Source: an optimization exercise on an open RTL-to-GDS flow (aim: small area). Production flows keep margins and buffers that such runs may drop. Function was checked by simulation only, so behaviour that the tests miss may differ from the original. No activity file was given, so power comes from the tool's default toggle rates.

## 02-18
## NoC_flattened_butterfly
module NoC_flattened_butterfly #(
    parameter DATA_W = 8,
    parameter FIFO_DEPTH = 8,
    parameter NODE_PER_ROW = 4,
    parameter NODE_PER_COL = 4
) (
    input clk,
    input rst,
    input [0:NODE_PER_ROW*NODE_PER_COL-1] valid_i_NoC,
    input [0:DATA_W*NODE_PER_ROW*NODE_PER_COL-1] data_i_NoC,
    input [0:NODE_PER_ROW*NODE_PER_COL-1] off_sigs_i_NoC,
    output [0:NODE_PER_ROW*NODE_PER_COL-1] valid_o_NoC,
    output [0:DATA_W*NODE_PER_ROW*NODE_PER_COL-1] data_o_NoC,
    output [0:NODE_PER_ROW*NODE_PER_COL-1] off_sigs_o_NoC
    );
Size: about 11000 cells after synthesis, about 4100 flip-flops, about 320 I/O pins, roughly 160000 sq um of cells after synthesis.
export LEC_CHECK = 0
export ABC_AREA = 1
export CAP_MARGIN = 10
export CORE_MARGIN = 2
export CORE_UTILIZATION = 55
export PLACE_DENSITY = 0.7
export SLEW_MARGIN = 10
create_clock -name core_clock -period 10.0 [get_ports {clk}]
standard.sh (not shown) runs the stock make flow with config.mk's settings and CLKGATE_MAP_FILE= SYNTH_SCRIPT=/design/flow/synth_recipe.tcl, a recipe that flattens the netlist after the stock synthesis.
==> flow/flow/run.sh <==
#!/bin/bash
# Layout flow: the standard ORFS flow (standard.sh), with two changes:
#  - Yosys maps the logic with an area-oriented ABC script (flow/area.abc);
#    the synthesis script, flip-flop mapping, flattening and renaming are
#    the standard flow's own.
#  - extra ORFS variables from flow/make.args are added to the make call
#    (clock tree buffers, port buffer cell).
# Each tool's full output is in orfs/logs/; make's own output is in flow.log.
set -euo pipefail
here=$(pwd)

# Synthesis script: the standard flow's, with abc's -script argument replaced.
{
  head -n 1 synth_recipe.tcl
  cat <<TCL
proc abc {args} {
  set i [lsearch -exact \$args -script]
  if {\$i >= 0} { lset args [expr {\$i + 1}] $here/flow/area.abc }
  puts "abc called with script $here/flow/area.abc"
  yosys abc {*}\$args
}
TCL
  tail -n +2 synth_recipe.tcl
} > my_synth.tcl

extra=""
if [[ -f flow/make.args ]]; then
  extra=$(grep -v '^#' flow/make.args | tr '\n' ' ')
fi
sed "s#SYNTH_SCRIPT=[^ ]*#SYNTH_SCRIPT=$here/my_synth.tcl $extra#" standard.sh > my_standard.sh
grep -q "SYNTH_SCRIPT=$here/my_synth.tcl" my_standard.sh

bash my_standard.sh "$@" > flow.log 2>&1
==> flow/flow/area.abc <==
strash
dch -f
amap -F 16 -A 16 -C 2000
topo
==> flow/flow/make.args <==
CTS_ARGS='-sink_clustering_enable -repair_clock_nets -dont_use_dummy_load -sink_clustering_size 15 -sink_clustering_max_diameter 65 -buf_list {sky130_fd_sc_hd__clkbuf_8}'
BUFFER_PORTS_ARGS='-buffer_cell sky130_fd_sc_hd__buf_1'
--- input diff 02-18..04-26 ---
- CAP_MARGIN now 20, was 10
- SLEW_MARGIN now 20, was 10
==> flow/flow/make.args <==
CTS_ARGS='-sink_clustering_enable -repair_clock_nets -dont_use_dummy_load -sink_clustering_size 17 -sink_clustering_max_diameter 65 -buf_list {sky130_fd_sc_hd__clkbuf_8}'
BUFFER_PORTS_ARGS='-buffer_cell sky130_fd_sc_hd__buf_1'
Notes after the runs:
The final layout from 04-26, which completed every stage, passed the timing, design-rule and antenna checks at the end of the flow. For routed wire length, 04-26 and 02-18 come out practically identical. In terms of count of hold-fix buffers inserted at cts, 04-26 and 02-18 differ only marginally. | total chip power | 04-26 vs 02-18 | better |. From 02-18 to 04-26 the numbers moved as follows: worst IR drop on VDD dropped about 0.8%, length of the first detailed-routing pass in iterations held steady, time the worst path needs with I/O delays and setup grew by 0.0091 ns, post-synthesis to final-layout area growth shrank by 0.19 points. In the flow results for 04-26 and 02-18, the final setup slack of the worst path is larger on 02-18.

---

Another version of the RTL of NoC_flattened_butterfly (not shown whole).
Size in the first run: ~12000 cells after synthesis, about 320 I/O pins, ~170000 sq um of cells after synthesis.
export LEC_CHECK = 0
export ABC_AREA = 1
export CAP_MARGIN = 10
export CORE_MARGIN = 2
export CORE_UTILIZATION = 40
export SLEW_MARGIN = 10
create_clock -name core_clock -period 10.0 [get_ports {clk}]
==> flow/flow/area.abc <==
strash
dch -f
amap
topo
==> flow/flow/make.args <==
CTS_ARGS='-sink_clustering_enable -repair_clock_nets -dont_use_dummy_load -sink_clustering_size 15 -sink_clustering_max_diameter 65 -buf_list {sky130_fd_sc_hd__clkbuf_8}'
BUFFER_PORTS_ARGS='-buffer_cell sky130_fd_sc_hd__buf_1'
Scripts as last shown in full above: flow/flow/run.sh
Next try:
==> flow/flow/area.abc (replaced) <==
strash
dch -f
amap -F 16 -A 16 -C 2000
topo
- CORE_UTILIZATION: 40 -> 70
- PLACE_DENSITY: unset -> 0.8
Routed wire length went down by 2.4%.
Core utilization climbs by 31 points.
Clock skew falls by 0.029 ns.
Via count is higher by 3.7%.
Design area is lower by 2.9%.
Power stays flat.

-- re-timing with driven ports --
The flow's constraints put no driver on any port. The routed layouts listed below were extracted and timed again, unchanged, in two steps.
Step 1 sets driving cells, clkbuf_16 on the clock port and buf_2 on the other inputs (assumed; they add their load-dependent delay and slew).
Step 2, shift: input delay + t, output delay - t, t = (earliest + latest rising clock arrival at the registers) / 2. This alone moves slack from input paths to output paths.
Three values: ideal, step 1, step 2; two values: the first two.
run	t (ns)	setup slack, ns	latest minus earliest clock arrival (ns)
02-18	1.166	1.400 / 1.294 / 1.593	0.142 / 0.142
04-26	1.130	1.391 / 1.290 / 1.629	0.167 / 0.167
the first run of note 2	1.192	0.401 / 0.294 / 1.357	0.142 / 0.142
the second run of note 2	1.176	0.791 / 0.698 / 1.856	0.130 / 0.130
After both steps setup and hold are still met in every run listed.
